This design comes from an exercise in tuning for small area on the open sky130 flow, not from production work.
At most, simulation tests tie the RTL to the original design; equivalence was not proved.
No functional check of the RTL was part of run 2.
Power is estimated from default activity; no workload was simulated.

## flow/design.v (module list and top-level ports; edited modules follow where they fit)
// module ShiftRightJam: 16 lines
// module FAdd_extSig: 202 lines
// module ShiftRightJam_1: 16 lines
// module FAdd_extSig_1: 226 lines
// module FAdd_16_32: 381 lines
// module LaneFAdd: 1299 lines
module LaneFAdd(
  input         clock,
  input         reset,
  input         io_in_valid,  
  input  [4:0]  io_in_bits_uop_ctrl_lsrc_0,  
  input  [4:0]  io_in_bits_uop_ctrl_lsrc_1,  
  input  [4:0]  io_in_bits_uop_ctrl_ldest,  
  input         io_in_bits_uop_ctrl_vm,  
  input  [5:0]  io_in_bits_uop_ctrl_funct6,  
  input  [2:0]  io_in_bits_uop_ctrl_funct3,  
  input         io_in_bits_uop_ctrl_illegal,  
  input         io_in_bits_uop_ctrl_lsrcVal_0,  
  input         io_in_bits_uop_ctrl_lsrcVal_1,  
  input         io_in_bits_uop_ctrl_lsrcVal_2,  
  input         io_in_bits_uop_ctrl_ldestVal,  
  input         io_in_bits_uop_ctrl_rdVal,  
  input         io_in_bits_uop_ctrl_load,  
  input         io_in_bits_uop_ctrl_store,  
  input         io_in_bits_uop_ctrl_arith,  
  input         io_in_bits_uop_ctrl_crossLane,  
  input         io_in_bits_uop_ctrl_alu,  
  input         io_in_bits_uop_ctrl_mul,  
  input         io_in_bits_uop_ctrl_fp,  
  input         io_in_bits_uop_ctrl_div,  
  input         io_in_bits_uop_ctrl_fixP,  
  input         io_in_bits_uop_ctrl_redu,  
  input         io_in_bits_uop_ctrl_mask,  
  input         io_in_bits_uop_ctrl_perm,  
  input         io_in_bits_uop_ctrl_vfadd,  
  input         io_in_bits_uop_ctrl_vfma,  
  input         io_in_bits_uop_ctrl_vfcvt,  
  input         io_in_bits_uop_ctrl_widen,  
  input         io_in_bits_uop_ctrl_widen2,  
  input         io_in_bits_uop_ctrl_narrow,  
  // ...
==> flow/run.sh <==
#!/bin/bash
# synth_recipe.tcl (not shown) runs the flow's synth.tcl, then flattens the netlist and writes it again
# the make line also repeats each setting of config.mk as NAME=value (left out here)
make -C /OpenROAD-flow-scripts/flow DESIGN_CONFIG=/design/flow/config.mk WORK_HOME=/design/flow/orfs CLKGATE_MAP_FILE= SYNTH_SCRIPT=/design/flow/synth_recipe.tcl finish
==> flow/config.mk <==
export PLATFORM = sky130hd
export DESIGN_NAME = LaneFAdd
export DESIGN_NICKNAME = LaneFAdd
export VERILOG_FILES = /design/flow/design.v
export SDC_FILE = /design/flow/constraint.sdc
export NUM_CORES = 8
export LEC_CHECK = 0
export CAP_MARGIN = 20
export CORE_MARGIN = 2
export CORE_UTILIZATION = 40
export SLEW_MARGIN = 20
==> flow/constraint.sdc <==
create_clock -name core_clock -period 9.0 [get_ports {clock}]
set_input_delay 1.8000 -clock core_clock [delete_from_list [all_inputs] [get_ports {clock}]]
set_output_delay 1.8000 -clock core_clock [all_outputs]
set_load 0.01 [all_outputs]
==> flow_summary.yaml, run 1 <==
status:
  outcome: "complete, no violations"
layout:
  numSequentialCells: 1111
  final_util_pct: 49.4
  fin_cells: 11900
  final_cell_mix: "dfxtp_1 (1107), buf_4 (766), nor2_1 (761)"
drt:
  first_iter_violations: 6218
  highest_layer: "met5"
  ant_nets: 0
  dr_wl_met3_mm: 21.6
  num_vias: 69700
clock_tree:
  clock-sinks: 1111
  clk_pin_slew_ns: 0.07
  cts_hold_buf: 0
worst_setup_path:
  crit_required_ns: 9.74
  critPathMaxStageDelay_ns: 0.65
  rrSetupSlack_ns: 0.55
  path_max_fanout: 13
  r2r_start: "vfadd1.fadd_extSig_fp32.sign_b_S1"
  crit_buf_inv: 8
logic_synthesis:
  synth_top_cell_area_share_pct: 31.6
  postSynthAreaPerCell_sq_um: 8.28
  synthAdderAreaFrac_pct: 6.27
  synth_top_family_by_area: "compound AO/OA/AOI/OAI gates"
  synth_edf_count: 0
  yosys.cell_count.top_type: "dfxtp_1"
  netlist_area_sq_um: 70500
hold_path:
  hold_path_end: "io_out_bits_r_uop_ctrl_arith"
grt:
  grt_pass1_wl_mm: 461
  gr-usage-met1_pct: 40.8
power_and_ir_drop:
  power.density_nw_per_um2: 476
  share_seq_of_total_power_pct: 16.3
  p_total_uw: 41300
  pg_clk_uw: 5030
floorplan:
  dieWidth_um: 424
sta:
  fin_crit_ns: 8.68
==> module FAdd_extSig, before the edit <==
module FAdd_extSig(
  input         clock,
  input         reset,
  input         io_valid_in,  
  input         io_is_fp16,  
  input         io_a_sign,  
  input  [7:0]  io_a_exp,  
  input  [13:0] io_a_sig,  
  input         io_b_sign,  
  input  [7:0]  io_b_exp,  
  input  [13:0] io_b_sig,  
  input         io_a_is_posInf,  
  input         io_b_is_posInf,  
  input         io_a_is_negInf,  
  input         io_b_is_negInf,  
  input         io_a_is_nan,  
  input         io_b_is_nan,  
  output        io_res_sign,  
  output [7:0]  io_res_exp,  
  output [14:0] io_res_sig,  
  output        io_res_is_posInf,  
  output        io_res_is_negInf,  
  output        io_res_is_nan,  
  output        io_valid_out  
);
  wire [13:0] shiftRight_out_shiftRightJam_io_in;  
  wire [3:0] shiftRight_out_shiftRightJam_io_shamt;  
  wire [13:0] shiftRight_out_shiftRightJam_io_out;  
  wire  shiftRight_out_shiftRightJam_io_sticky;  
  wire [8:0] exp_diff_a_minus_b = io_a_exp - io_b_exp;  
  wire [8:0] exp_diff_b_minus_a = io_b_exp - io_a_exp;  
  wire  exp_a_gte_b = ~exp_diff_a_minus_b[8];  
  wire  a_dominates = exp_a_gte_b & |exp_diff_a_minus_b[8:4];  
  wire  b_dominates = ~exp_diff_b_minus_a[8] & |exp_diff_b_minus_a[8:4];  
  wire [3:0] _GEN_0 = exp_a_gte_b ? exp_diff_a_minus_b[3:0] : 4'h0;  
  wire [3:0] _GEN_1 = exp_a_gte_b ? 4'h0 : exp_diff_b_minus_a[3:0];  
  wire [3:0] _GEN_2 = b_dominates ? 4'h0 : _GEN_0;  
  wire [3:0] _GEN_3 = b_dominates ? 4'hf : _GEN_1;  
  wire [3:0] shift_amount_b = a_dominates ? 4'hf : _GEN_2;  
  wire [3:0] shift_amount_a = a_dominates ? 4'h0 : _GEN_3;  
  wire  _shiftRight_out_T_2 = shiftRight_out_shiftRightJam_io_out[0] | shiftRight_out_shiftRightJam_io_sticky;  
  wire [13:0] shiftRight_out = {shiftRight_out_shiftRightJam_io_out[13:1],_shiftRight_out_T_2};  
  wire [10:0] sigPart_a = io_a_sig[13:3];  
  wire [10:0] sigPart_b = io_b_sig[13:3];  
  wire  exp_a_eq_b = exp_diff_a_minus_b == 9'h0;  
  wire  sigPart_a_gt_b = sigPart_a > sigPart_b;  
  wire  abs_expSigPart_a_gt_b = exp_diff_b_minus_a[8] | exp_a_eq_b & sigPart_a_gt_b;  
  wire  res_is_nan_S0 = io_a_is_nan | io_b_is_nan | io_a_is_posInf & io_b_is_negInf | io_a_is_negInf & io_b_is_posInf;  
  wire  _res_is_posInf_S0_T = ~res_is_nan_S0;  
  wire  res_is_posInf_S0 = ~res_is_nan_S0 & (io_a_is_posInf | io_b_is_posInf);  
  wire  res_is_negInf_S0 = _res_is_posInf_S0_T & (io_a_is_negInf | io_b_is_negInf);  
  reg  io_valid_out_REG;  
  reg  is_fp16_S1;  
  reg  sign_a_S1;  
  reg  sign_b_S1;  
  reg [7:0] exp_a_S1;  
  reg [7:0] exp_b_S1;  
  reg  abs_a_gt_b_S1;  
  reg [13:0] adderIn_a_S1_r;  
  wire [14:0] adderIn_a_S1 = {1'h0,adderIn_a_S1_r};  
  reg [13:0] adderIn_b_S1_r;  
  wire [14:0] adderIn_b_S1 = {1'h0,adderIn_b_S1_r};  
  reg  exp_a_gte_b_S1;  
  wire  a_n_b_n = sign_a_S1 & sign_b_S1;  
  wire  a_p_b_n = ~sign_a_S1 & sign_b_S1;  
  wire  a_n_b_p = sign_a_S1 & ~sign_b_S1;  
  wire  a_b_diffSign = a_n_b_p | a_p_b_n;  
  wire [14:0] _adderIn_a_inv_T_2 = ~adderIn_a_S1;  
  wire [14:0] adderIn_a_inv = a_b_diffSign & ~abs_a_gt_b_S1 ? _adderIn_a_inv_T_2 : adderIn_a_S1;  
  wire [14:0] _adderIn_b_inv_T_1 = ~adderIn_b_S1;  
  wire [14:0] adderIn_b_inv = a_b_diffSign & abs_a_gt_b_S1 ? _adderIn_b_inv_T_1 : adderIn_b_S1;  
  wire [15:0] _adderOut_temp_T = {adderIn_a_inv,a_b_diffSign};  
  wire [15:0] _adderOut_temp_T_1 = {adderIn_b_inv,a_b_diffSign};  
  wire [15:0] adderOut_temp = _adderOut_temp_T + _adderOut_temp_T_1;  
  wire [14:0] adderOut = adderOut_temp[15:1];  
  wire  _sign_adderOut_T = abs_a_gt_b_S1 ? sign_a_S1 : sign_b_S1;  
  wire  sign_adderOut = a_b_diffSign ? _sign_adderOut_T : a_n_b_n;  
  wire [7:0] exp_adderOut = exp_a_gte_b_S1 ? exp_a_S1 : exp_b_S1;  
  wire [1:0] adderOut_int_part = adderOut[14:13];  
  wire [7:0] exp_adderOut_over_1 = exp_adderOut - 8'h1;  
  wire [13:0] _lzd_adderOut_T_1 = {adderOut[12:0],1'h1};  
  wire [7:0] _GEN_41 = {{4'd0}, _lzd_adderOut_T_1[7:4]};  
  wire [7:0] _lzd_adderOut_T_6 = _GEN_41 & 8'hf;  
  wire [7:0] _lzd_adderOut_T_8 = {_lzd_adderOut_T_1[3:0], 4'h0};  
  wire [7:0] _lzd_adderOut_T_10 = _lzd_adderOut_T_8 & 8'hf0;  
  wire [7:0] _lzd_adderOut_T_11 = _lzd_adderOut_T_6 | _lzd_adderOut_T_10;  
  wire [7:0] _GEN_42 = {{2'd0}, _lzd_adderOut_T_11[7:2]};  
  wire [7:0] _lzd_adderOut_T_16 = _GEN_42 & 8'h33;  
  wire [7:0] _lzd_adderOut_T_18 = {_lzd_adderOut_T_11[5:0], 2'h0};  
  wire [7:0] _lzd_adderOut_T_20 = _lzd_adderOut_T_18 & 8'hcc;  
  wire [7:0] _lzd_adderOut_T_21 = _lzd_adderOut_T_16 | _lzd_adderOut_T_20;  
  wire [7:0] _GEN_43 = {{1'd0}, _lzd_adderOut_T_21[7:1]};  
  wire [7:0] _lzd_adderOut_T_26 = _GEN_43 & 8'h55;  
  wire [7:0] _lzd_adderOut_T_28 = {_lzd_adderOut_T_21[6:0], 1'h0};  
  wire [7:0] _lzd_adderOut_T_30 = _lzd_adderOut_T_28 & 8'haa;  
  wire [7:0] _lzd_adderOut_T_31 = _lzd_adderOut_T_26 | _lzd_adderOut_T_30;  
  wire [13:0] _lzd_adderOut_T_48 = {_lzd_adderOut_T_31,_lzd_adderOut_T_1[8],_lzd_adderOut_T_1[9],_lzd_adderOut_T_1[10],
    _lzd_adderOut_T_1[11],_lzd_adderOut_T_1[12],_lzd_adderOut_T_1[13]};  
  wire [3:0] _lzd_adderOut_T_63 = _lzd_adderOut_T_48[12] ? 4'hc : 4'hd;  
  wire [3:0] _lzd_adderOut_T_64 = _lzd_adderOut_T_48[11] ? 4'hb : _lzd_adderOut_T_63;  
  wire [3:0] _lzd_adderOut_T_65 = _lzd_adderOut_T_48[10] ? 4'ha : _lzd_adderOut_T_64;  
  wire [3:0] _lzd_adderOut_T_66 = _lzd_adderOut_T_48[9] ? 4'h9 : _lzd_adderOut_T_65;  
  wire [3:0] _lzd_adderOut_T_67 = _lzd_adderOut_T_48[8] ? 4'h8 : _lzd_adderOut_T_66;  
  wire [3:0] _lzd_adderOut_T_68 = _lzd_adderOut_T_48[7] ? 4'h7 : _lzd_adderOut_T_67;  
  wire [3:0] _lzd_adderOut_T_69 = _lzd_adderOut_T_48[6] ? 4'h6 : _lzd_adderOut_T_68;  
  wire [3:0] _lzd_adderOut_T_70 = _lzd_adderOut_T_48[5] ? 4'h5 : _lzd_adderOut_T_69;  
  wire [3:0] _lzd_adderOut_T_71 = _lzd_adderOut_T_48[4] ? 4'h4 : _lzd_adderOut_T_70;  
  wire [3:0] _lzd_adderOut_T_72 = _lzd_adderOut_T_48[3] ? 4'h3 : _lzd_adderOut_T_71;  
  wire [3:0] _lzd_adderOut_T_73 = _lzd_adderOut_T_48[2] ? 4'h2 : _lzd_adderOut_T_72;  
  wire [3:0] _lzd_adderOut_T_74 = _lzd_adderOut_T_48[1] ? 4'h1 : _lzd_adderOut_T_73;  
  wire [3:0] lzd_adderOut = _lzd_adderOut_T_48[0] ? 4'h0 : _lzd_adderOut_T_74;  
  wire [7:0] _adderOut_is_inf_T_1 = is_fp16_S1 ? 8'h1e : 8'hfe;  
  wire [7:0] _GEN_44 = {{4'd0}, lzd_adderOut};  
  wire [7:0] _shiftLeft_amount_T_1 = exp_adderOut_over_1 + 8'h1;  
  wire [3:0] _shiftLeft_amount_T_3 = lzd_adderOut + 4'h2;  
  wire [3:0] _exp_adderOut_tobe_subtracted_T_2 = lzd_adderOut + 4'h1;  
  wire [7:0] _GEN_22 = exp_adderOut_over_1 <= _GEN_44 ? _shiftLeft_amount_T_1 : {{4'd0}, _shiftLeft_amount_T_3};  
  wire [7:0] _GEN_23 = exp_adderOut_over_1 <= _GEN_44 ? exp_adderOut_over_1 : {{4'd0}, _exp_adderOut_tobe_subtracted_T_2
    };  
  wire  _GEN_24 = exp_adderOut_over_1 <= _GEN_44 ? 1'h0 : lzd_adderOut == 4'hd;  
  wire [7:0] _GEN_27 = adderOut_int_part[0] ? 8'h1 : _GEN_22;  
  wire [7:0] _GEN_28 = adderOut_int_part[0] ? 8'h0 : _GEN_23;  
  wire  _GEN_29 = adderOut_int_part[0] ? 1'h0 : _GEN_24;  
  wire  adderOut_is_inf = adderOut_int_part[1] & exp_adderOut == _adderOut_is_inf_T_1;  
  wire [7:0] _GEN_32 = adderOut_int_part[1] ? 8'h0 : _GEN_27;  
  wire [7:0] exp_adderOut_tobe_subtracted = adderOut_int_part[1] ? 8'hff : _GEN_28;  
  wire  adderOut_isZero = adderOut_int_part[1] ? 1'h0 : _GEN_29;  
  wire [3:0] shiftLeft_amount = _GEN_32[3:0];  
  wire [29:0] _GEN_4 = {{15'd0}, adderOut};  
  wire [29:0] _sig_adderOut_shifted_T = _GEN_4 << shiftLeft_amount;  
  wire [14:0] sig_adderOut_shifted = _sig_adderOut_shifted_T[14:0];  
  wire [7:0] exp_adderOut_shifted = exp_adderOut - exp_adderOut_tobe_subtracted;  
  reg  io_res_is_nan_r;  
  reg  io_res_is_posInf_r;  
  reg  io_res_is_negInf_r;  
  ShiftRightJam shiftRight_out_shiftRightJam (  
    .io_in(shiftRight_out_shiftRightJam_io_in),
    .io_shamt(shiftRight_out_shiftRightJam_io_shamt),
    .io_out(shiftRight_out_shiftRightJam_io_out),
    .io_sticky(shiftRight_out_shiftRightJam_io_sticky)
  );
  assign io_res_sign = adderOut_isZero ? 1'h0 : sign_adderOut;  
  assign io_res_exp = adderOut_isZero ? 8'h0 : exp_adderOut_shifted;  
  assign io_res_sig = adderOut_isZero ? 15'h0 : sig_adderOut_shifted;  
  assign io_res_is_posInf = io_res_is_posInf_r | adderOut_is_inf & ~sign_adderOut;  
  assign io_res_is_negInf = io_res_is_negInf_r | adderOut_is_inf & sign_adderOut;  
  assign io_res_is_nan = io_res_is_nan_r;  
  assign io_valid_out = io_valid_out_REG;  
  assign shiftRight_out_shiftRightJam_io_in = exp_a_gte_b ? io_b_sig : io_a_sig;  
  assign shiftRight_out_shiftRightJam_io_shamt = exp_a_gte_b ? shift_amount_b : shift_amount_a;  
  always @(posedge clock) begin
    if (reset) begin  
      io_valid_out_REG <= 1'h0;  
    end else begin
      io_valid_out_REG <= io_valid_in;  
    end
    begin  
      is_fp16_S1 <= io_is_fp16;  
    end
    begin  
      sign_a_S1 <= io_a_sign;  
    end
    begin  
      sign_b_S1 <= io_b_sign;  
    end
    begin  
      exp_a_S1 <= io_a_exp;  
    end
    begin  
      exp_b_S1 <= io_b_exp;  
    end
    begin  
      abs_a_gt_b_S1 <= abs_expSigPart_a_gt_b;  
    end
    begin  
      if (exp_a_gte_b) begin  
        adderIn_a_S1_r <= io_a_sig;
      end else begin
        adderIn_a_S1_r <= shiftRight_out;
      end
    end
    begin  
      if (~exp_a_gte_b) begin  
        adderIn_b_S1_r <= io_b_sig;
      end else begin
        adderIn_b_S1_r <= shiftRight_out;
      end
    end
    begin  
      exp_a_gte_b_S1 <= exp_a_gte_b;  
    end
    begin  
      io_res_is_nan_r <= res_is_nan_S0;  
    end
    begin  
      io_res_is_posInf_r <= res_is_posInf_S0;  
    end
    begin  
      io_res_is_negInf_r <= res_is_negInf_S0;  
    end
  end
endmodule
==> run 2: changes to the inputs <==
--- a/flow/design.v
+++ b/flow/design.v
@@ -165,58 +165,58 @@
   assign shiftRight_out_shiftRightJam_io_in = exp_a_gte_b ? io_b_sig : io_a_sig;  
   assign shiftRight_out_shiftRightJam_io_shamt = exp_a_gte_b ? shift_amount_b : shift_amount_a;  
   always @(posedge clock) begin
     if (reset) begin  
       io_valid_out_REG <= 1'h0;  
     end else begin
       io_valid_out_REG <= io_valid_in;  
     end
-    begin  
+    if (io_valid_in) begin  
       is_fp16_S1 <= io_is_fp16;  
     end
-    begin  
+    if (io_valid_in) begin  
       sign_a_S1 <= io_a_sign;  
     end
-    begin  
+    if (io_valid_in) begin  
       sign_b_S1 <= io_b_sign;  
     end
-    begin  
+    if (io_valid_in) begin  
       exp_a_S1 <= io_a_exp;  
     end
-    begin  
+    if (io_valid_in) begin  
       exp_b_S1 <= io_b_exp;  
     end
-    begin  
+    if (io_valid_in) begin  
       abs_a_gt_b_S1 <= abs_expSigPart_a_gt_b;  
     end
-    begin  
+    if (io_valid_in) begin  
       if (exp_a_gte_b) begin  
         adderIn_a_S1_r <= io_a_sig;
       end else begin
         adderIn_a_S1_r <= shiftRight_out;
       end
     end
-    begin  
+    if (io_valid_in) begin  
       if (~exp_a_gte_b) begin  
         adderIn_b_S1_r <= io_b_sig;
       end else begin
         adderIn_b_S1_r <= shiftRight_out;
       end
     end
-    begin  
+    if (io_valid_in) begin  
       exp_a_gte_b_S1 <= exp_a_gte_b;  
     end
-    begin  
+    if (io_valid_in) begin  
       io_res_is_nan_r <= res_is_nan_S0;  
     end
-    begin  
+    if (io_valid_in) begin  
       io_res_is_posInf_r <= res_is_posInf_S0;  
     end
-    begin  
+    if (io_valid_in) begin  
       io_res_is_negInf_r <= res_is_negInf_S0;  
     end
   end
 endmodule
 module ShiftRightJam_1(
   input  [26:0] io_in,  
   input  [4:0]  io_shamt,  
   output [26:0] io_out,  
@@ -407,58 +407,58 @@
   assign io_res_exp = adderOut_isZero ? 8'h0 : exp_adderOut_shifted;  
   assign io_res_sig = adderOut_isZero ? 28'h0 : sig_adderOut_shifted;  
   assign io_res_is_posInf = io_res_is_posInf_r | adderOut_is_inf & ~sign_adderOut;  
   assign io_res_is_negInf = io_res_is_negInf_r | adderOut_is_inf & sign_adderOut;  
   assign io_res_is_nan = io_res_is_nan_r;  
   assign shiftRight_out_shiftRightJam_io_in = exp_a_gte_b ? io_b_sig : io_a_sig;  
   assign shiftRight_out_shiftRightJam_io_shamt = exp_a_gte_b ? shift_amount_b : shift_amount_a;  
   always @(posedge clock) begin
-    begin  
+    if (io_valid_in) begin  
       is_fp16_S1 <= io_is_fp16;  
     end
-    begin  
+    if (io_valid_in) begin  
       sign_a_S1 <= io_a_sign;  
     end
-    begin  
+    if (io_valid_in) begin  
       sign_b_S1 <= io_b_sign;  
     end
-    begin  
+    if (io_valid_in) begin  
       exp_a_S1 <= io_a_exp;  
     end
-    begin  
+    if (io_valid_in) begin  
       exp_b_S1 <= io_b_exp;  
     end
-    begin  
+    if (io_valid_in) begin  
       abs_a_gt_b_S1 <= abs_expSigPart_a_gt_b;  
     end
-    begin  
+    if (io_valid_in) begin  
       if (exp_a_gte_b) begin  
         adderIn_a_S1_r <= io_a_sig;
       end else begin
         adderIn_a_S1_r <= shiftRight_out;
       end
     end
-    begin  
+    if (io_valid_in) begin  
       if (~exp_a_gte_b) begin  
         adderIn_b_S1_r <= io_b_sig;
       end else begin
         adderIn_b_S1_r <= shiftRight_out;
       end
     end
-    begin  
+    if (io_valid_in) begin  
       exp_a_gte_b_S1 <= exp_a_gte_b;  
     end
-    begin  
+    if (io_valid_in) begin  
       io_res_is_nan_r <= res_is_nan_S0;  
     end
-    begin  
+    if (io_valid_in) begin  
       io_res_is_posInf_r <= res_is_posInf_S0;  
     end
-    begin  
+    if (io_valid_in) begin  
       io_res_is_negInf_r <= res_is_negInf_S0;  
     end
   end
 endmodule
 module FAdd_16_32(
   input         clock,
   input         reset,
   input         io_valid_in,  
@@ -779,67 +779,67 @@
   assign fadd_extSig_fp32_io_b_sig = norm_b_16 ? {~frac_is_0_16_3,norm_frac_high_b_16[9:0],16'h0} : {sig_adjust_subnorm_high_b,3'h0};  
   assign fadd_extSig_fp32_io_a_is_posInf = _fadd_extSig_fp32_io_a_is_posInf_T & ~sign_high_a;  
   assign fadd_extSig_fp32_io_b_is_posInf = _fadd_extSig_fp32_io_b_is_posInf_T & ~sign_high_b;  
   assign fadd_extSig_fp32_io_a_is_negInf = _fadd_extSig_fp32_io_a_is_posInf_T & sign_high_a;  
   assign fadd_extSig_fp32_io_b_is_negInf = _fadd_extSig_fp32_io_b_is_posInf_T & sign_high_b;  
   assign fadd_extSig_fp32_io_a_is_nan = is_16 & ~io_a_already_widen ? is_nan_16_2 : is_nan_32_0;  
   assign fadd_extSig_fp32_io_b_is_nan = is_16 ? is_nan_16_3 : is_nan_32_1;  
   always @(posedge clock) begin
-    begin  
+    if (io_valid_in) begin  
       res_is_32_S1 <= res_is_32;  
     end
-    begin  
+    if (io_valid_in) begin  
       res_is_fp16_S1 <= res_is_fp16;  
     end
     if (reset) begin  
       valid_S2 <= 1'h0;  
     end else begin
       valid_S2 <= fadd_extSig_fp19_io_valid_out;  
     end
-    begin  
+    if (fadd_extSig_fp19_io_valid_out) begin  
       res_extSig_fp19_S2_sign <= fadd_extSig_fp19_io_res_sign;  
     end
-    begin  
+    if (fadd_extSig_fp19_io_valid_out) begin  
       res_extSig_fp19_S2_exp <= fadd_extSig_fp19_io_res_exp;  
     end
-    begin  
+    if (fadd_extSig_fp19_io_valid_out) begin  
       res_extSig_fp19_S2_sig <= fadd_extSig_fp19_io_res_sig;  
     end
-    begin  
+    if (fadd_extSig_fp19_io_valid_out) begin  
       res_extSig_fp32_S2_sign <= fadd_extSig_fp32_io_res_sign;  
     end
-    begin  
+    if (fadd_extSig_fp19_io_valid_out) begin  
       res_extSig_fp32_S2_exp <= fadd_extSig_fp32_io_res_exp;  
     end
-    begin  
+    if (fadd_extSig_fp19_io_valid_out) begin  
       res_extSig_fp32_S2_sig <= fadd_extSig_fp32_io_res_sig;  
     end
-    begin  
+    if (fadd_extSig_fp19_io_valid_out) begin  
       res_is_32_S2 <= res_is_32_S1;  
     end
-    begin  
+    if (fadd_extSig_fp19_io_valid_out) begin  
       res_is_fp16_S2 <= res_is_fp16_S1;  
     end
-    begin  
+    if (fadd_extSig_fp19_io_valid_out) begin  
       res_is_posInf_high_S2 <= fadd_extSig_fp32_io_res_is_posInf;  
     end
-    begin  
+    if (fadd_extSig_fp19_io_valid_out) begin  
       res_is_negInf_high_S2 <= fadd_extSig_fp32_io_res_is_negInf;  
     end
-    begin  
+    if (fadd_extSig_fp19_io_valid_out) begin  
       res_is_nan_high_S2 <= fadd_extSig_fp32_io_res_is_nan;  
     end
-    begin  
+    if (fadd_extSig_fp19_io_valid_out) begin  
       res_is_posInf_low_S2 <= fadd_extSig_fp19_io_res_is_posInf;  
     end
-    begin  
+    if (fadd_extSig_fp19_io_valid_out) begin  
       res_is_negInf_low_S2 <= fadd_extSig_fp19_io_res_is_negInf;  
     end
-    begin  
+    if (fadd_extSig_fp19_io_valid_out) begin  
       res_is_nan_low_S2 <= fadd_extSig_fp19_io_res_is_nan;  
     end
   end
 endmodule
 module LaneFAdd(
   input         clock,
   input         reset,
   input         io_in_valid,  
@@ -1069,21 +1069,21 @@
   reg [3:0] both_inf_16b_S2;
   wire  both_inf_32b_S2_0 = both_inf_32b_S2[0];
   wire  both_inf_32b_S2_1 = both_inf_32b_S2[1];
   wire  both_inf_16b_S2_0 = both_inf_16b_S2[0];
   wire  both_inf_16b_S2_1 = both_inf_16b_S2[1];
   wire  both_inf_16b_S2_2 = both_inf_16b_S2[2];
   wire  both_inf_16b_S2_3 = both_inf_16b_S2[3];
   always @(posedge clock) begin
-    begin
+    if (io_in_valid) begin
       both_inf_32b_S2_r <= {both_inf_32b_1,both_inf_32b_0};
       both_inf_16b_S2_r <= {both_inf_16b_3,both_inf_16b_2,both_inf_16b_1,both_inf_16b_0};
     end
-    begin
+    if (vfadd0_io_valid_S1) begin
       both_inf_32b_S2 <= both_inf_32b_S2_r;
       both_inf_16b_S2 <= both_inf_16b_S2_r;
     end
   end
   wire  _vfadd0_io_b_T_3 = isSub ^ vs1_32b_0[31];  
   wire  _vfadd0_io_b_T_8 = isSub ^ vs1_32b_0[15];  
   wire [31:0] _vfadd0_io_b_T_11 = {_vfadd0_io_b_T_3,vs1_32b_0[30:16],_vfadd0_io_b_T_8,vs1_32b_0[14:0]};  
   wire  _vfadd0_io_b_T_13 = isSub ^ vs1_32b_0[31];  
@@ -1544,597 +1544,597 @@
   assign vfadd1_io_is_bf16 = io_sewIn_oneHot_0;  
   assign vfadd1_io_is_fp16 = io_sewIn_oneHot_1;  
   assign vfadd1_io_is_fp32 = io_sewIn_oneHot_2;  
   assign vfadd1_io_is_widen = io_in_bits_uop_ctrl_widen | io_in_bits_uop_ctrl_widen2;  
   assign vfadd1_io_a_already_widen = io_in_bits_uop_ctrl_widen2;  
   assign vfadd1_io_a = _rs1_T ? _vfadd1_io_a_T_11 : _vfadd1_io_a_T_15;  
   assign vfadd1_io_b = _rs1_T ? _vfadd1_io_b_T_11 : _vfadd1_io_b_T_15;  
   always @(posedge clock) begin
-    begin  
+    if (io_in_valid) begin  
       out_bits_uop_r_ctrl_lsrc_0 <= io_in_bits_uop_ctrl_lsrc_0;  
     end
-    begin  
+    if (io_in_valid) begin  
       out_bits_uop_r_ctrl_lsrc_1 <= io_in_bits_uop_ctrl_lsrc_1;  
     end
-    begin  
+    if (io_in_valid) begin  
       out_bits_uop_r_ctrl_ldest <= io_in_bits_uop_ctrl_ldest;  
     end
-    begin  
+    if (io_in_valid) begin  
       out_bits_uop_r_ctrl_vm <= io_in_bits_uop_ctrl_vm;  
     end
-    begin  
+    if (io_in_valid) begin  
       out_bits_uop_r_ctrl_funct6 <= io_in_bits_uop_ctrl_funct6;  
     end
-    begin  
+    if (io_in_valid) begin  
       out_bits_uop_r_ctrl_funct3 <= io_in_bits_uop_ctrl_funct3;  
     end
-    begin  
+    if (io_in_valid) begin  
       out_bits_uop_r_ctrl_illegal <= io_in_bits_uop_ctrl_illegal;  
     end
-    begin  
+    if (io_in_valid) begin  
       out_bits_uop_r_ctrl_lsrcVal_0 <= io_in_bits_uop_ctrl_lsrcVal_0;  
     end
-    begin  
+    if (io_in_valid) begin  
       out_bits_uop_r_ctrl_lsrcVal_1 <= io_in_bits_uop_ctrl_lsrcVal_1;  
     end
-    begin  
+    if (io_in_valid) begin  
       out_bits_uop_r_ctrl_lsrcVal_2 <= io_in_bits_uop_ctrl_lsrcVal_2;  
     end
-    begin  
+    if (io_in_valid) begin  
       out_bits_uop_r_ctrl_ldestVal <= io_in_bits_uop_ctrl_ldestVal;  
     end
-    begin  
+    if (io_in_valid) begin  
       out_bits_uop_r_ctrl_rdVal <= io_in_bits_uop_ctrl_rdVal;  
     end
-    begin  
+    if (io_in_valid) begin  
       out_bits_uop_r_ctrl_load <= io_in_bits_uop_ctrl_load;  
     end
-    begin  
+    if (io_in_valid) begin  
       out_bits_uop_r_ctrl_store <= io_in_bits_uop_ctrl_store;  
     end
-    begin  
+    if (io_in_valid) begin  
       out_bits_uop_r_ctrl_arith <= io_in_bits_uop_ctrl_arith;  
     end
-    begin  
+    if (io_in_valid) begin  
       out_bits_uop_r_ctrl_crossLane <= io_in_bits_uop_ctrl_crossLane;  
     end
-    begin  
+    if (io_in_valid) begin  
       out_bits_uop_r_ctrl_alu <= io_in_bits_uop_ctrl_alu;  
     end
-    begin  
+    if (io_in_valid) begin  
       out_bits_uop_r_ctrl_mul <= io_in_bits_uop_ctrl_mul;  
     end
-    begin  
+    if (io_in_valid) begin  
       out_bits_uop_r_ctrl_fp <= io_in_bits_uop_ctrl_fp;  
     end
-    begin  
+    if (io_in_valid) begin  
       out_bits_uop_r_ctrl_div <= io_in_bits_uop_ctrl_div;  
     end
-    begin  
+    if (io_in_valid) begin  
       out_bits_uop_r_ctrl_fixP <= io_in_bits_uop_ctrl_fixP;  
     end
-    begin  
+    if (io_in_valid) begin  
       out_bits_uop_r_ctrl_redu <= io_in_bits_uop_ctrl_redu;  
     end
-    begin  
+    if (io_in_valid) begin  
       out_bits_uop_r_ctrl_mask <= io_in_bits_uop_ctrl_mask;  
     end
-    begin  
+    if (io_in_valid) begin  
       out_bits_uop_r_ctrl_perm <= io_in_bits_uop_ctrl_perm;  
     end
-    begin  
+    if (io_in_valid) begin  
       out_bits_uop_r_ctrl_vfadd <= io_in_bits_uop_ctrl_vfadd;  
     end
-    begin  
+    if (io_in_valid) begin  
       out_bits_uop_r_ctrl_vfma <= io_in_bits_uop_ctrl_vfma;  
     end
-    begin  
+    if (io_in_valid) begin  
       out_bits_uop_r_ctrl_vfcvt <= io_in_bits_uop_ctrl_vfcvt;  
     end
-    begin  
+    if (io_in_valid) begin  
       out_bits_uop_r_ctrl_widen <= io_in_bits_uop_ctrl_widen;  
     end
-    begin  
+    if (io_in_valid) begin  
       out_bits_uop_r_ctrl_widen2 <= io_in_bits_uop_ctrl_widen2;  
     end
-    begin  
+    if (io_in_valid) begin  
       out_bits_uop_r_ctrl_narrow <= io_in_bits_uop_ctrl_narrow;  
     end
-    begin  
+    if (io_in_valid) begin  
       out_bits_uop_r_ctrl_narrow_to_1 <= io_in_bits_uop_ctrl_narrow_to_1;  
     end
-    begin  
+    if (io_in_valid) begin  
       out_bits_uop_r_csr_vstart <= io_in_bits_uop_csr_vstart;  
     end
-    begin  
+    if (io_in_valid) begin  
       out_bits_uop_r_csr_vl <= io_in_bits_uop_csr_vl;  
     end
-    begin  
+    if (io_in_valid) begin  
       out_bits_uop_r_csr_vxrm <= io_in_bits_uop_csr_vxrm;  
     end
-    begin  
+    if (io_in_valid) begin  
       out_bits_uop_r_csr_frm <= io_in_bits_uop_csr_frm;  
     end
-    begin  
+    if (io_in_valid) begin  
       out_bits_uop_r_csr_vlmul <= io_in_bits_uop_csr_vlmul;  
     end
-    begin  
+    if (io_in_valid) begin  
       out_bits_uop_r_csr_vsew <= io_in_bits_uop_csr_vsew;  
     end
-    begin  
+    if (io_in_valid) begin  
       out_bits_uop_r_csr_vill <= io_in_bits_uop_csr_vill;  
     end
-    begin  
+    if (io_in_valid) begin  
       out_bits_uop_r_csr_ma <= io_in_bits_uop_csr_ma;  
     end
-    begin  
+    if (io_in_valid) begin  
       out_bits_uop_r_csr_ta <= io_in_bits_uop_csr_ta;  
     end
-    begin  
+    if (io_in_valid) begin  
       out_bits_uop_r_robIdx_flag <= io_in_bits_uop_robIdx_flag;  
     end
-    begin  
+    if (io_in_valid) begin  
       out_bits_uop_r_robIdx_value <= io_in_bits_uop_robIdx_value;  
     end
-    begin  
+    if (io_in_valid) begin  
       out_bits_uop_r_veewVd <= io_in_bits_uop_veewVd;  
     end
-    begin  
+    if (io_in_valid) begin  
       out_bits_uop_r_uopIdx <= io_in_bits_uop_uopIdx;  
     end
-    begin  
+    if (io_in_valid) begin  
       out_bits_uop_r_uopEnd <= io_in_bits_uop_uopEnd;  
     end
-    begin  
+    if (io_in_valid) begin  
       out_bits_uop_r_lsrcUop_0 <= io_in_bits_uop_lsrcUop_0;  
     end
-    begin  
+    if (io_in_valid) begin  
       out_bits_uop_r_lsrcUop_1 <= io_in_bits_uop_lsrcUop_1;  
     end
-    begin  
+    if (io_in_valid) begin  
       out_bits_uop_r_ldestUop <= io_in_bits_uop_ldestUop;  
     end
-    begin  
+    if (io_in_valid) begin  
       out_bits_uop_r_lsrcValUop_0 <= io_in_bits_uop_lsrcValUop_0;  
     end
-    begin  
+    if (io_in_valid) begin  
       out_bits_uop_r_lsrcValUop_1 <= io_in_bits_uop_lsrcValUop_1;  
     end
-    begin  
+    if (io_in_valid) begin  
       out_bits_uop_r_lsrcValUop_2 <= io_in_bits_uop_lsrcValUop_2;  
     end
-    begin  
+    if (io_in_valid) begin  
       out_bits_uop_r_lmaskValUop <= io_in_bits_uop_lmaskValUop;  
     end
-    begin  
+    if (io_in_valid) begin  
       out_bits_uop_r_ldestValUop <= io_in_bits_uop_ldestValUop;  
     end
-    begin  
+    if (vfadd0_io_valid_S1) begin  
       out_bits_uop_r_1_ctrl_lsrc_0 <= out_bits_uop_r_ctrl_lsrc_0;  
     end
-    begin  
+    if (vfadd0_io_valid_S1) begin  
       out_bits_uop_r_1_ctrl_lsrc_1 <= out_bits_uop_r_ctrl_lsrc_1;  
     end
-    begin  
+    if (vfadd0_io_valid_S1) begin  
       out_bits_uop_r_1_ctrl_ldest <= out_bits_uop_r_ctrl_ldest;  
     end
-    begin  
+    if (vfadd0_io_valid_S1) begin  
       out_bits_uop_r_1_ctrl_vm <= out_bits_uop_r_ctrl_vm;  
     end
-    begin  
+    if (vfadd0_io_valid_S1) begin  
       out_bits_uop_r_1_ctrl_funct6 <= out_bits_uop_r_ctrl_funct6;  
     end
-    begin  
+    if (vfadd0_io_valid_S1) begin  
       out_bits_uop_r_1_ctrl_funct3 <= out_bits_uop_r_ctrl_funct3;  
     end
-    begin  
+    if (vfadd0_io_valid_S1) begin  
       out_bits_uop_r_1_ctrl_illegal <= out_bits_uop_r_ctrl_illegal;  
     end
-    begin  
+    if (vfadd0_io_valid_S1) begin  
       out_bits_uop_r_1_ctrl_lsrcVal_0 <= out_bits_uop_r_ctrl_lsrcVal_0;  
     end
-    begin  
+    if (vfadd0_io_valid_S1) begin  
       out_bits_uop_r_1_ctrl_lsrcVal_1 <= out_bits_uop_r_ctrl_lsrcVal_1;  
     end
-    begin  
+    if (vfadd0_io_valid_S1) begin  
       out_bits_uop_r_1_ctrl_lsrcVal_2 <= out_bits_uop_r_ctrl_lsrcVal_2;  
     end
-    begin  
+    if (vfadd0_io_valid_S1) begin  
       out_bits_uop_r_1_ctrl_ldestVal <= out_bits_uop_r_ctrl_ldestVal;  
     end
-    begin  
+    if (vfadd0_io_valid_S1) begin  
       out_bits_uop_r_1_ctrl_rdVal <= out_bits_uop_r_ctrl_rdVal;  
     end
-    begin  
+    if (vfadd0_io_valid_S1) begin  
       out_bits_uop_r_1_ctrl_load <= out_bits_uop_r_ctrl_load;  
     end
-    begin  
+    if (vfadd0_io_valid_S1) begin  
       out_bits_uop_r_1_ctrl_store <= out_bits_uop_r_ctrl_store;  
     end
-    begin  
+    if (vfadd0_io_valid_S1) begin  
       out_bits_uop_r_1_ctrl_arith <= out_bits_uop_r_ctrl_arith;  
     end
-    begin  
+    if (vfadd0_io_valid_S1) begin  
       out_bits_uop_r_1_ctrl_crossLane <= out_bits_uop_r_ctrl_crossLane;  
     end
-    begin  
+    if (vfadd0_io_valid_S1) begin  
       out_bits_uop_r_1_ctrl_alu <= out_bits_uop_r_ctrl_alu;  
     end
-    begin  
+    if (vfadd0_io_valid_S1) begin  
       out_bits_uop_r_1_ctrl_mul <= out_bits_uop_r_ctrl_mul;  
     end
-    begin  
+    if (vfadd0_io_valid_S1) begin  
       out_bits_uop_r_1_ctrl_fp <= out_bits_uop_r_ctrl_fp;  
     end
-    begin  
+    if (vfadd0_io_valid_S1) begin  
       out_bits_uop_r_1_ctrl_div <= out_bits_uop_r_ctrl_div;  
     end
-    begin  
+    if (vfadd0_io_valid_S1) begin  
       out_bits_uop_r_1_ctrl_fixP <= out_bits_uop_r_ctrl_fixP;  
     end
-    begin  
+    if (vfadd0_io_valid_S1) begin  
       out_bits_uop_r_1_ctrl_redu <= out_bits_uop_r_ctrl_redu;  
     end
-    begin  
+    if (vfadd0_io_valid_S1) begin  
       out_bits_uop_r_1_ctrl_mask <= out_bits_uop_r_ctrl_mask;  
     end
-    begin  
+    if (vfadd0_io_valid_S1) begin  
       out_bits_uop_r_1_ctrl_perm <= out_bits_uop_r_ctrl_perm;  
     end
-    begin  
+    if (vfadd0_io_valid_S1) begin  
       out_bits_uop_r_1_ctrl_vfadd <= out_bits_uop_r_ctrl_vfadd;  
     end
-    begin  
+    if (vfadd0_io_valid_S1) begin  
       out_bits_uop_r_1_ctrl_vfma <= out_bits_uop_r_ctrl_vfma;  
     end
-    begin  
+    if (vfadd0_io_valid_S1) begin  
       out_bits_uop_r_1_ctrl_vfcvt <= out_bits_uop_r_ctrl_vfcvt;  
     end
-    begin  
+    if (vfadd0_io_valid_S1) begin  
       out_bits_uop_r_1_ctrl_widen <= out_bits_uop_r_ctrl_widen;  
     end
-    begin  
+    if (vfadd0_io_valid_S1) begin  
       out_bits_uop_r_1_ctrl_widen2 <= out_bits_uop_r_ctrl_widen2;  
     end
-    begin  
+    if (vfadd0_io_valid_S1) begin  
       out_bits_uop_r_1_ctrl_narrow <= out_bits_uop_r_ctrl_narrow;  
     end
-    begin  
+    if (vfadd0_io_valid_S1) begin  
       out_bits_uop_r_1_ctrl_narrow_to_1 <= out_bits_uop_r_ctrl_narrow_to_1;  
     end
-    begin  
+    if (vfadd0_io_valid_S1) begin  
       out_bits_uop_r_1_csr_vstart <= out_bits_uop_r_csr_vstart;  
     end
-    begin  
+    if (vfadd0_io_valid_S1) begin  
       out_bits_uop_r_1_csr_vl <= out_bits_uop_r_csr_vl;  
     end
-    begin  
+    if (vfadd0_io_valid_S1) begin  
       out_bits_uop_r_1_csr_vxrm <= out_bits_uop_r_csr_vxrm;  
     end
-    begin  
+    if (vfadd0_io_valid_S1) begin  
       out_bits_uop_r_1_csr_frm <= out_bits_uop_r_csr_frm;  
     end
-    begin  
+    if (vfadd0_io_valid_S1) begin  
       out_bits_uop_r_1_csr_vlmul <= out_bits_uop_r_csr_vlmul;  
     end
-    begin  
+    if (vfadd0_io_valid_S1) begin  
       out_bits_uop_r_1_csr_vsew <= out_bits_uop_r_csr_vsew;  
     end
-    begin  
+    if (vfadd0_io_valid_S1) begin  
       out_bits_uop_r_1_csr_vill <= out_bits_uop_r_csr_vill;  
     end
-    begin  
+    if (vfadd0_io_valid_S1) begin  
       out_bits_uop_r_1_csr_ma <= out_bits_uop_r_csr_ma;  
     end
-    begin  
+    if (vfadd0_io_valid_S1) begin  
       out_bits_uop_r_1_csr_ta <= out_bits_uop_r_csr_ta;  
     end
-    begin  
+    if (vfadd0_io_valid_S1) begin  
       out_bits_uop_r_1_robIdx_flag <= out_bits_uop_r_robIdx_flag;  
     end
-    begin  
+    if (vfadd0_io_valid_S1) begin  
       out_bits_uop_r_1_robIdx_value <= out_bits_uop_r_robIdx_value;  
     end
-    begin  
+    if (vfadd0_io_valid_S1) begin  
       out_bits_uop_r_1_veewVd <= out_bits_uop_r_veewVd;  
     end
-    begin  
+    if (vfadd0_io_valid_S1) begin  
       out_bits_uop_r_1_uopIdx <= out_bits_uop_r_uopIdx;  
     end
-    begin  
+    if (vfadd0_io_valid_S1) begin  
       out_bits_uop_r_1_uopEnd <= out_bits_uop_r_uopEnd;  
     end
-    begin  
+    if (vfadd0_io_valid_S1) begin  
       out_bits_uop_r_1_lsrcUop_0 <= out_bits_uop_r_lsrcUop_0;  
     end
-    begin  
+    if (vfadd0_io_valid_S1) begin  
       out_bits_uop_r_1_lsrcUop_1 <= out_bits_uop_r_lsrcUop_1;  
     end
-    begin  
+    if (vfadd0_io_valid_S1) begin  
       out_bits_uop_r_1_ldestUop <= out_bits_uop_r_ldestUop;  
     end
-    begin  
+    if (vfadd0_io_valid_S1) begin  
       out_bits_uop_r_1_lsrcValUop_0 <= out_bits_uop_r_lsrcValUop_0;  
     end
-    begin  
+    if (vfadd0_io_valid_S1) begin  
       out_bits_uop_r_1_lsrcValUop_1 <= out_bits_uop_r_lsrcValUop_1;  
     end
-    begin  
+    if (vfadd0_io_valid_S1) begin  
       out_bits_uop_r_1_lsrcValUop_2 <= out_bits_uop_r_lsrcValUop_2;  
     end
-    begin  
+    if (vfadd0_io_valid_S1) begin  
       out_bits_uop_r_1_lmaskValUop <= out_bits_uop_r_lmaskValUop;  
     end
-    begin  
+    if (vfadd0_io_valid_S1) begin  
       out_bits_uop_r_1_ldestValUop <= out_bits_uop_r_ldestValUop;  
     end
-    begin  
+    if (io_in_valid) begin  
       vs1_S2_r <= io_in_bits_uop_ctrl_funct3[2] ? rs1 : io_in_bits_vs1;  
     end
-    begin  
+    if (vfadd0_io_valid_S1) begin  
       vs1_S2 <= vs1_S2_r;  
     end
-    begin  
+    if (io_in_valid) begin  
       vs2_S2_r <= io_in_bits_vs2;  
     end
-    begin  
+    if (vfadd0_io_valid_S1) begin  
       vs2_S2 <= vs2_S2_r;  
     end
-    begin  
+    if (io_in_valid) begin  
       if (_rs1_T) begin  
         rs1_S2_r <= _rs1_T_3;
       end else begin
         rs1_S2_r <= _rs1_T_5;
       end
     end
-    begin  
+    if (vfadd0_io_valid_S1) begin  
       rs1_S2 <= rs1_S2_r;  
     end
-    begin  
+    if (io_in_valid) begin  
       res_is_16b_S2_r <= res_is_16b;  
     end
-    begin  
+    if (vfadd0_io_valid_S1) begin  
       res_is_16b_S2 <= res_is_16b_S2_r;  
     end
-    begin  
+    if (io_in_valid) begin  
       isMinMax_S2_r <= isMinMax;  
     end
-    begin  
+    if (vfadd0_io_valid_S1) begin  
       isMinMax_S2 <= isMinMax_S2_r;  
     end
-    begin  
+    if (io_in_valid) begin  
       isSgn_S2_r <= isSgn;  
     end
-    begin  
+    if (vfadd0_io_valid_S1) begin  
       isSgn_S2 <= isSgn_S2_r;  
     end
-    begin  
+    if (io_in_valid) begin  
       isCmp_S2_r <= isCmp;  
     end
-    begin  
+    if (vfadd0_io_valid_S1) begin  
       isCmp_S2 <= isCmp_S2_r;  
     end
-    begin  
+    if (io_in_valid) begin  
       isMove_S2_r <= isMove;  
     end
-    begin  
+    if (vfadd0_io_valid_S1) begin  
       isMove_S2 <= isMove_S2_r;  
     end
-    begin  
+    if (io_in_valid) begin  
       isVfmv_s_f_S2_r <= isVfmv_s_f;  
     end
-    begin  
+    if (vfadd0_io_valid_S1) begin  
       isVfmv_s_f_S2 <= isVfmv_s_f_S2_r;  
     end
-    begin  
+    if (io_in_valid) begin  
       input_has_NaN_32b_S2_r_0 <= input_has_NaN_32b_0;  
     end
-    begin  
+    if (io_in_valid) begin  
       input_has_NaN_32b_S2_r_1 <= input_has_NaN_32b_1;  
     end
-    begin  
+    if (vfadd0_io_valid_S1) begin  
       input_has_NaN_32b_S2_0 <= input_has_NaN_32b_S2_r_0;  
     end
-    begin  
+    if (vfadd0_io_valid_S1) begin  
       input_has_NaN_32b_S2_1 <= input_has_NaN_32b_S2_r_1;  
     end
-    begin  
+    if (io_in_valid) begin  
       input_has_NaN_16b_S2_r_0 <= input_has_NaN_16b_0;  
     end
-    begin  
+    if (io_in_valid) begin  
       input_has_NaN_16b_S2_r_1 <= input_has_NaN_16b_1;  
     end
-    begin  
+    if (io_in_valid) begin  
       input_has_NaN_16b_S2_r_2 <= input_has_NaN_16b_2;  
     end
-    begin  
+    if (io_in_valid) begin  
       input_has_NaN_16b_S2_r_3 <= input_has_NaN_16b_3;  
     end
-    begin  
+    if (vfadd0_io_valid_S1) begin  
       input_has_NaN_16b_S2_0 <= input_has_NaN_16b_S2_r_0;  
     end
-    begin  
+    if (vfadd0_io_valid_S1) begin  
       input_has_NaN_16b_S2_1 <= input_has_NaN_16b_S2_r_1;  
     end
-    begin  
+    if (vfadd0_io_valid_S1) begin  
       input_has_NaN_16b_S2_2 <= input_has_NaN_16b_S2_r_2;  
     end
-    begin  
+    if (vfadd0_io_valid_S1) begin  
       input_has_NaN_16b_S2_3 <= input_has_NaN_16b_S2_r_3;  
     end
     if (reset) begin  
       io_out_valid_REG <= 1'h0;  
     end else begin
       io_out_valid_REG <= vfadd0_io_valid_out;  
     end
-    begin  
+    if (vfadd0_io_valid_out) begin  
       io_out_bits_r_uop_ctrl_lsrc_0 <= out_bits_uop_r_1_ctrl_lsrc_0;  
     end
-    begin  
+    if (vfadd0_io_valid_out) begin  
       io_out_bits_r_uop_ctrl_lsrc_1 <= out_bits_uop_r_1_ctrl_lsrc_1;  
     end
-    begin  
+    if (vfadd0_io_valid_out) begin  
       io_out_bits_r_uop_ctrl_ldest <= out_bits_uop_r_1_ctrl_ldest;  
     end
-    begin  
+    if (vfadd0_io_valid_out) begin  
       io_out_bits_r_uop_ctrl_vm <= out_bits_uop_r_1_ctrl_vm;  
     end
-    begin  
+    if (vfadd0_io_valid_out) begin  
       io_out_bits_r_uop_ctrl_funct6 <= out_bits_uop_r_1_ctrl_funct6;  
     end
-    begin  
+    if (vfadd0_io_valid_out) begin  
       io_out_bits_r_uop_ctrl_funct3 <= out_bits_uop_r_1_ctrl_funct3;  
     end
-    begin  
+    if (vfadd0_io_valid_out) begin  
       io_out_bits_r_uop_ctrl_illegal <= out_bits_uop_r_1_ctrl_illegal;  
     end
-    begin  
+    if (vfadd0_io_valid_out) begin  
       io_out_bits_r_uop_ctrl_lsrcVal_0 <= out_bits_uop_r_1_ctrl_lsrcVal_0;  
     end
-    begin  
+    if (vfadd0_io_valid_out) begin  
       io_out_bits_r_uop_ctrl_lsrcVal_1 <= out_bits_uop_r_1_ctrl_lsrcVal_1;  
     end
-    begin  
+    if (vfadd0_io_valid_out) begin  
       io_out_bits_r_uop_ctrl_lsrcVal_2 <= out_bits_uop_r_1_ctrl_lsrcVal_2;  
     end
-    begin  
+    if (vfadd0_io_valid_out) begin  
       io_out_bits_r_uop_ctrl_ldestVal <= out_bits_uop_r_1_ctrl_ldestVal;  
     end
-    begin  
+    if (vfadd0_io_valid_out) begin  
       io_out_bits_r_uop_ctrl_rdVal <= out_bits_uop_r_1_ctrl_rdVal;  
     end
-    begin  
+    if (vfadd0_io_valid_out) begin  
       io_out_bits_r_uop_ctrl_load <= out_bits_uop_r_1_ctrl_load;  
     end
-    begin  
+    if (vfadd0_io_valid_out) begin  
       io_out_bits_r_uop_ctrl_store <= out_bits_uop_r_1_ctrl_store;  
     end
-    begin  
+    if (vfadd0_io_valid_out) begin  
       io_out_bits_r_uop_ctrl_arith <= out_bits_uop_r_1_ctrl_arith;  
     end
-    begin  
+    if (vfadd0_io_valid_out) begin  
       io_out_bits_r_uop_ctrl_crossLane <= out_bits_uop_r_1_ctrl_crossLane;  
     end
-    begin  
+    if (vfadd0_io_valid_out) begin  
       io_out_bits_r_uop_ctrl_alu <= out_bits_uop_r_1_ctrl_alu;  
     end
-    begin  
+    if (vfadd0_io_valid_out) begin  
       io_out_bits_r_uop_ctrl_mul <= out_bits_uop_r_1_ctrl_mul;  
     end
-    begin  
+    if (vfadd0_io_valid_out) begin  
       io_out_bits_r_uop_ctrl_fp <= out_bits_uop_r_1_ctrl_fp;  
     end
-    begin  
+    if (vfadd0_io_valid_out) begin  
       io_out_bits_r_uop_ctrl_div <= out_bits_uop_r_1_ctrl_div;  
     end
-    begin  
+    if (vfadd0_io_valid_out) begin  
       io_out_bits_r_uop_ctrl_fixP <= out_bits_uop_r_1_ctrl_fixP;  
     end
-    begin  
+    if (vfadd0_io_valid_out) begin  
       io_out_bits_r_uop_ctrl_redu <= out_bits_uop_r_1_ctrl_redu;  
     end
-    begin  
+    if (vfadd0_io_valid_out) begin  
       io_out_bits_r_uop_ctrl_mask <= out_bits_uop_r_1_ctrl_mask;  
     end
-    begin  
+    if (vfadd0_io_valid_out) begin  
       io_out_bits_r_uop_ctrl_perm <= out_bits_uop_r_1_ctrl_perm;  
     end
-    begin  
+    if (vfadd0_io_valid_out) begin  
       io_out_bits_r_uop_ctrl_vfadd <= out_bits_uop_r_1_ctrl_vfadd;  
     end
-    begin  
+    if (vfadd0_io_valid_out) begin  
       io_out_bits_r_uop_ctrl_vfma <= out_bits_uop_r_1_ctrl_vfma;  
     end
-    begin  
+    if (vfadd0_io_valid_out) begin  
       io_out_bits_r_uop_ctrl_vfcvt <= out_bits_uop_r_1_ctrl_vfcvt;  
     end
-    begin  
+    if (vfadd0_io_valid_out) begin  
       io_out_bits_r_uop_ctrl_widen <= out_bits_uop_r_1_ctrl_widen;  
     end
-    begin  
+    if (vfadd0_io_valid_out) begin  
       io_out_bits_r_uop_ctrl_widen2 <= out_bits_uop_r_1_ctrl_widen2;  
     end
-    begin  
+    if (vfadd0_io_valid_out) begin  
       io_out_bits_r_uop_ctrl_narrow <= out_bits_uop_r_1_ctrl_narrow;  
     end
-    begin  
+    if (vfadd0_io_valid_out) begin  
       io_out_bits_r_uop_ctrl_narrow_to_1 <= out_bits_uop_r_1_ctrl_narrow_to_1;  
     end
-    begin  
+    if (vfadd0_io_valid_out) begin  
       io_out_bits_r_uop_csr_vstart <= out_bits_uop_r_1_csr_vstart;  
     end
-    begin  
+    if (vfadd0_io_valid_out) begin  
       io_out_bits_r_uop_csr_vl <= out_bits_uop_r_1_csr_vl;  
     end
-    begin  
+    if (vfadd0_io_valid_out) begin  
       io_out_bits_r_uop_csr_vxrm <= out_bits_uop_r_1_csr_vxrm;  
     end
-    begin  
+    if (vfadd0_io_valid_out) begin  
       io_out_bits_r_uop_csr_frm <= out_bits_uop_r_1_csr_frm;  
     end
-    begin  
+    if (vfadd0_io_valid_out) begin  
       io_out_bits_r_uop_csr_vlmul <= out_bits_uop_r_1_csr_vlmul;  
     end
-    begin  
+    if (vfadd0_io_valid_out) begin  
       io_out_bits_r_uop_csr_vsew <= out_bits_uop_r_1_csr_vsew;  
     end
-    begin  
+    if (vfadd0_io_valid_out) begin  
       io_out_bits_r_uop_csr_vill <= out_bits_uop_r_1_csr_vill;  
     end
-    begin  
+    if (vfadd0_io_valid_out) begin  
       io_out_bits_r_uop_csr_ma <= out_bits_uop_r_1_csr_ma;  
     end
-    begin  
+    if (vfadd0_io_valid_out) begin  
       io_out_bits_r_uop_csr_ta <= out_bits_uop_r_1_csr_ta;  
     end
-    begin  
+    if (vfadd0_io_valid_out) begin  
       io_out_bits_r_uop_robIdx_flag <= out_bits_uop_r_1_robIdx_flag;  
     end
-    begin  
+    if (vfadd0_io_valid_out) begin  
       io_out_bits_r_uop_robIdx_value <= out_bits_uop_r_1_robIdx_value;  
     end
-    begin  
+    if (vfadd0_io_valid_out) begin  
       io_out_bits_r_uop_veewVd <= out_bits_uop_r_1_veewVd;  
     end
-    begin  
+    if (vfadd0_io_valid_out) begin  
       io_out_bits_r_uop_uopIdx <= out_bits_uop_r_1_uopIdx;  
     end
-    begin  
+    if (vfadd0_io_valid_out) begin  
       io_out_bits_r_uop_uopEnd <= out_bits_uop_r_1_uopEnd;  
     end
-    begin  
+    if (vfadd0_io_valid_out) begin  
       io_out_bits_r_uop_lsrcUop_0 <= out_bits_uop_r_1_lsrcUop_0;  
     end
-    begin  
+    if (vfadd0_io_valid_out) begin  
       io_out_bits_r_uop_lsrcUop_1 <= out_bits_uop_r_1_lsrcUop_1;  
     end
-    begin  
+    if (vfadd0_io_valid_out) begin  
       io_out_bits_r_uop_ldestUop <= out_bits_uop_r_1_ldestUop;  
     end
-    begin  
+    if (vfadd0_io_valid_out) begin  
       io_out_bits_r_uop_lsrcValUop_0 <= out_bits_uop_r_1_lsrcValUop_0;  
     end
-    begin  
+    if (vfadd0_io_valid_out) begin  
       io_out_bits_r_uop_lsrcValUop_1 <= out_bits_uop_r_1_lsrcValUop_1;  
     end
-    begin  
+    if (vfadd0_io_valid_out) begin  
       io_out_bits_r_uop_lsrcValUop_2 <= out_bits_uop_r_1_lsrcValUop_2;  
     end
-    begin  
+    if (vfadd0_io_valid_out) begin  
       io_out_bits_r_uop_lmaskValUop <= out_bits_uop_r_1_lmaskValUop;  
     end
-    begin  
+    if (vfadd0_io_valid_out) begin  
       io_out_bits_r_uop_ldestValUop <= out_bits_uop_r_1_ldestValUop;  
     end
-    begin  
+    if (vfadd0_io_valid_out) begin  
       if (isMinMax_S2) begin  
         io_out_bits_r_vd <= _out_bits_vd_T_1;
       end else if (isSgn_S2) begin  
         io_out_bits_r_vd <= _out_bits_vd_T_2;
       end else if (_out_bits_vd_T_3) begin  
-        io_out_bits_r_vd <= vs1_S2;
+        io_out_bits_r_vd <= rs1_S2;
       end else begin
         io_out_bits_r_vd <= _out_bits_vd_T_4;
       end
     end
   end
 endmodule
==> run 2 against run 1 <==
Compared with the run above: global-route usage decreased by 2.1 points; critical endpoint is now vfadd0.fadd_extSig_fp32.adderIn_b_S1_r[12]; combinational power fell by 9.8%; utilization fell by 0.24 points; total power is 1.8% lower; critical path depth increased by 4; largest cell class unchanged.
==> flow_summary.yaml, run 2 <==
status:
  outcome: "complete, no violations"
layout:
  layout-drive-gt1-share_pct: 15.2
  fin_area_sq_um: 102000
  areaGrowthSynthToFinish_pct: 22.4
  fin_cells: 12600
  final_cell_mix: "edfxtp_1 (1172), buf_4 (917), nand2_1 (790)"
  nets: 10500
  layout_commonest_cell: "edfxtp_1"
sta:
  slew_violations: 0
  grt_setup_unrepaired: "no"
  tightest_slew_ns: 1.27
  fmax_mhz: 117
  slew_headroom_pct: 14.3
  whs_ns: 0.358
  hold_viol: 0
  finClkSkew_ns: 0.0834
  finalCritPeriodShare_pct: 95.1
  timing.final.ws_setup_ns: 0.438
  tns_ns: 0
  fin_crit_ns: 8.56
  setup-violations-final: 0
worst_setup_path:
  start_kind: "input pin"
  worstRegToRegCells: 37
  critPathMaxStageDelay_ns: 0.49
  worst-setup-path-type: "in2reg"
  cp_slowest_cell: "a22oi_1"
  crit_path_end_kind: "flip-flop"
  cpMostUsedCell: "buf_4"
  r2r_start: "vfadd1.fadd_extSig_fp32.sign_b_S1"
  r2r-end: "vfadd1.res_extSig_fp32_S2_exp[7]"
  rrSetupSlack_ns: 0.53
  path_max_fanout: 12
  crit_arrival_ns: 9.08
  crit_required_ns: 9.52
job:
  maxCapViolCount: 0
logic_synthesis:
  yosysWarningCount: 4
  postSynthAreaPerCell_sq_um: 9.61
  synth_seq_area_share_pct: 42.5
  yosys.cell_types.count: 124
  synth_common_cells: "edfxtp_1 (1172), nand2_1 (790), nor2_1 (750)"
  synth.largest_area_cell: "edfxtp_1"
  yosys.cell_count.top_type: "edfxtp_1"
  synthCells: 8632
  synthArstFlopShare_pct: 0
  synth_area_leaders: "edfxtp_1 (42%), ha_1 (4.9%), mux2i_1 (4.4%)"
  netlist_area_sq_um: 83000
  synth-seq-cells: 1175
  synth_edf_count: 1172
  synth_top_cell_area_share_pct: 42.4
  synth_ff_type: "edfxtp_1"
grt:
  grt_start_max_net_pins: 141
  grtUsageTotal_pct: 32.6
  antenna_found_initial: 47
  grt_overflow: 0
  grt_pass1_vias: 70400
  grt_pass1_wl_mm: 502
floorplan:
  core_area_sq_um: 207000
  fp.dieH_um: 459
  die_area_sq_um: 211000
  initial_core_util_pct: 40.1
  dieWidth_um: 459
  io_pins: 651
  rows: 167
placement:
  dp_slack_ns: -0.490
  dp_hpwl_mm: 283
  placed_area_sq_um: 96900
  dp_cells: 12300
  io_buffer_count: 533
  gp_congestion: 1.01
drt:
  first_iter_violations: 8626
  drcViolationCount: 0
  drt_wl_total_mm: 357
  num_vias: 75500
  firstDrtPassIters: 6
  ant_nets: 0
  avgViaCountPerCell: 6.01
  wl_per_cell_um: 28.4
power_and_ir_drop:
  vdd_drop_max_mv: 0.415
  switching_share_pct: 47.2
  leakagePower_uw: 0.0390
  share_seq_of_total_power_pct: 20.5
  p_switching_uw: 19100
  intPower_uw: 21400
  power.density_nw_per_um2: 399
  clockPowerShare_pct: 13.9
  comb_power_share_pct: 65.6
hold_path:
  hold_path_end: "vs2_S2[63]"
  holdPathStages: 0
  hold_path.startpoint: "vs2_S2_r[63]"
  hold_class: "reg2reg"
clock_tree:
  htreeDepth: 4
  cts_tree: "yes"
  cts_buffer_depth: 3
  clk_pin_slew_ns: 0.06
  worstSkewPairLatency_ns: 0.84
  clockRootBuffer: "clkbuf_16"
  clock-sinks: 1175
  cts_inserted_buffers: 136
run 2: cell count changes in the layout (fill, tap and decap cells not counted), sizes merged, moves of 41 or more:
cell,previous run,this run
buf,792,954
nand2,749,790
mux2i,413,367
edfxtp,0,1172
dfxtp,1111,3
nand3,187,248
run 2: layout make-up:
| cell class | instances | area, sq um |
|---|---|---|
| well taps | 2704 | 3380 |
| multi-input cells | 6592 | 44100 |
| inverters | 338 | 1270 |
| diodes | 24 | 60.1 |
| clock inverters | 80 | 1090 |
| repair buffers | 1483 | 12900 |
| flip-flops and latches | 1175 | 35300 |
| fillers | 19100 | 105000 |
| clock buffers | 160 | 3490 |
run 2: worst max-delay path by stage:
stage,start,endpoint,slack [ns],depth (start not counted)
final,io_in_bits_uop_ctrl_widen2,vfadd0.fadd_extSig_fp32.adderIn_b_S1_r[12],0.44,32
after global routing,io_in_bits_uop_ctrl_widen2,vfadd0.fadd_extSig_fp32.adderIn_b_S1_r[0],0.01,33
after CTS,io_in_bits_uop_ctrl_widen2,vfadd0.fadd_extSig_fp32.adderIn_b_S1_r[0],0.30,29
after detailed placement,io_in_bits_uop_ctrl_widen2,vfadd0.fadd_extSig_fp32.adderIn_a_S1_r[0],-0.49,29
after global placement,io_in_bits_uop_ctrl_widen2,vfadd0.fadd_extSig_fp32.adderIn_a_S1_r[0],-0.46,32
after floorplan,io_sewIn_oneHot_1,vfadd0.fadd_extSig_fp32.adderIn_b_S1_r[0],0.01,35
run 2: cell families (layout without fill, tap and decap cells):
| logic type | Yosys count | in the layout | synth area share (%) |
|---|---|---|---|
| compound gates | 2404 | 2404 | 19.1 |
| xor+xnor | 497 | 497 | 5.26 |
| other cells | 1 | 44 | 0.00452 |
| flops | 1175 | 1175 | 42.5 |
| fa+ha+maj | 345 | 345 | 5.34 |
| mux | 554 | 554 | 7.21 |
| simple gates | 2772 | 2772 | 16.0 |
| buf+inv | 884 | 2061 | 4.61 |
run 2: power by group through the flow:
stage	logic [uW]	registers, uW	clock network, uW
floorplan	17300	8150	0
global placement	25800	8350	0
detailed placement	25900	8390	0
CTS	26100	8280	5720
global route	28800	8380	5930
finish	26600	8300	5640
run 2: critical path, delay by kind of cell:
family                     cells  cell delay [ns]
AOI/OAI and AO/OA             14             3.40
buffers and inverters         11             2.11
and+or+nand+nor                4             0.84
muxes                          1             0.15
adders and majority gates      2             0.75
run 2: repair_timing:
item                                    in CTS  in global routing
endpoints found under the setup margin       0                 23
endpoints found under the hold margin        0                  0
hold buffers                                 0                  0
resized for setup                            0                  4
buffers inserted                             0                  3
run 2: stage by stage:
stage / utilization (%) / power (uW)
2_1_floorplan: - / 25400
3_3_place_gp: 46.9 / 34100
3_5_place_dp: 46.9 / 34300
4_1_cts: 49.1 / 40100
5_1_grt: 49.1 / 43100
6_report: 49.2 / 40500
run 2: layer usage:
metal	part of all wire, %	track usage [%]
met1	39	40.7
met5	0.053	0
met3	8.4	6.43
met2	45	50.9
met4	7.8	22.1

[separate check: timing with driven ports]
The results above use ideal ports. As a check the final layouts listed here were re-extracted and re-timed, cells and wires unchanged. Step 1: set_driving_cell puts a clkbuf_16 on clock and a buf_2 on each other input, an assumption about the parent block. Step 2 times the ports against the registers' clock, not the clock port: input delays grow and output delays shrink by t, the midpoint of the rising clock arrivals with the driver on. Slacks: no drivers / after step 1 / after step 2; pairs: no drivers / after step 1.
| run | t (ns) | slack for setup (ns) | hold WS [ns] | clock arrival spread, ns | slew at the worst register clock pin (ns) |
|---|---|---|---|---|---|
| run 1 | 0.863 | 0.318 / 0.380 / -0.483 | 0.309 / 0.309 / 0.309 | 0.098 / 0.098 | 0.07 / 0.07 |
| run 2 | 0.886 | 0.438 / 0.502 / -0.384 | 0.358 / 0.358 / 0.358 | 0.086 / 0.086 | 0.08 / 0.08 |
Met with ideal ports but missed after step 2: setup timing in run 1 and run 2. For run 2, which loses most, drivers alone change the setup slack by +0.064 ns; drivers and shift together by -0.822 ns.
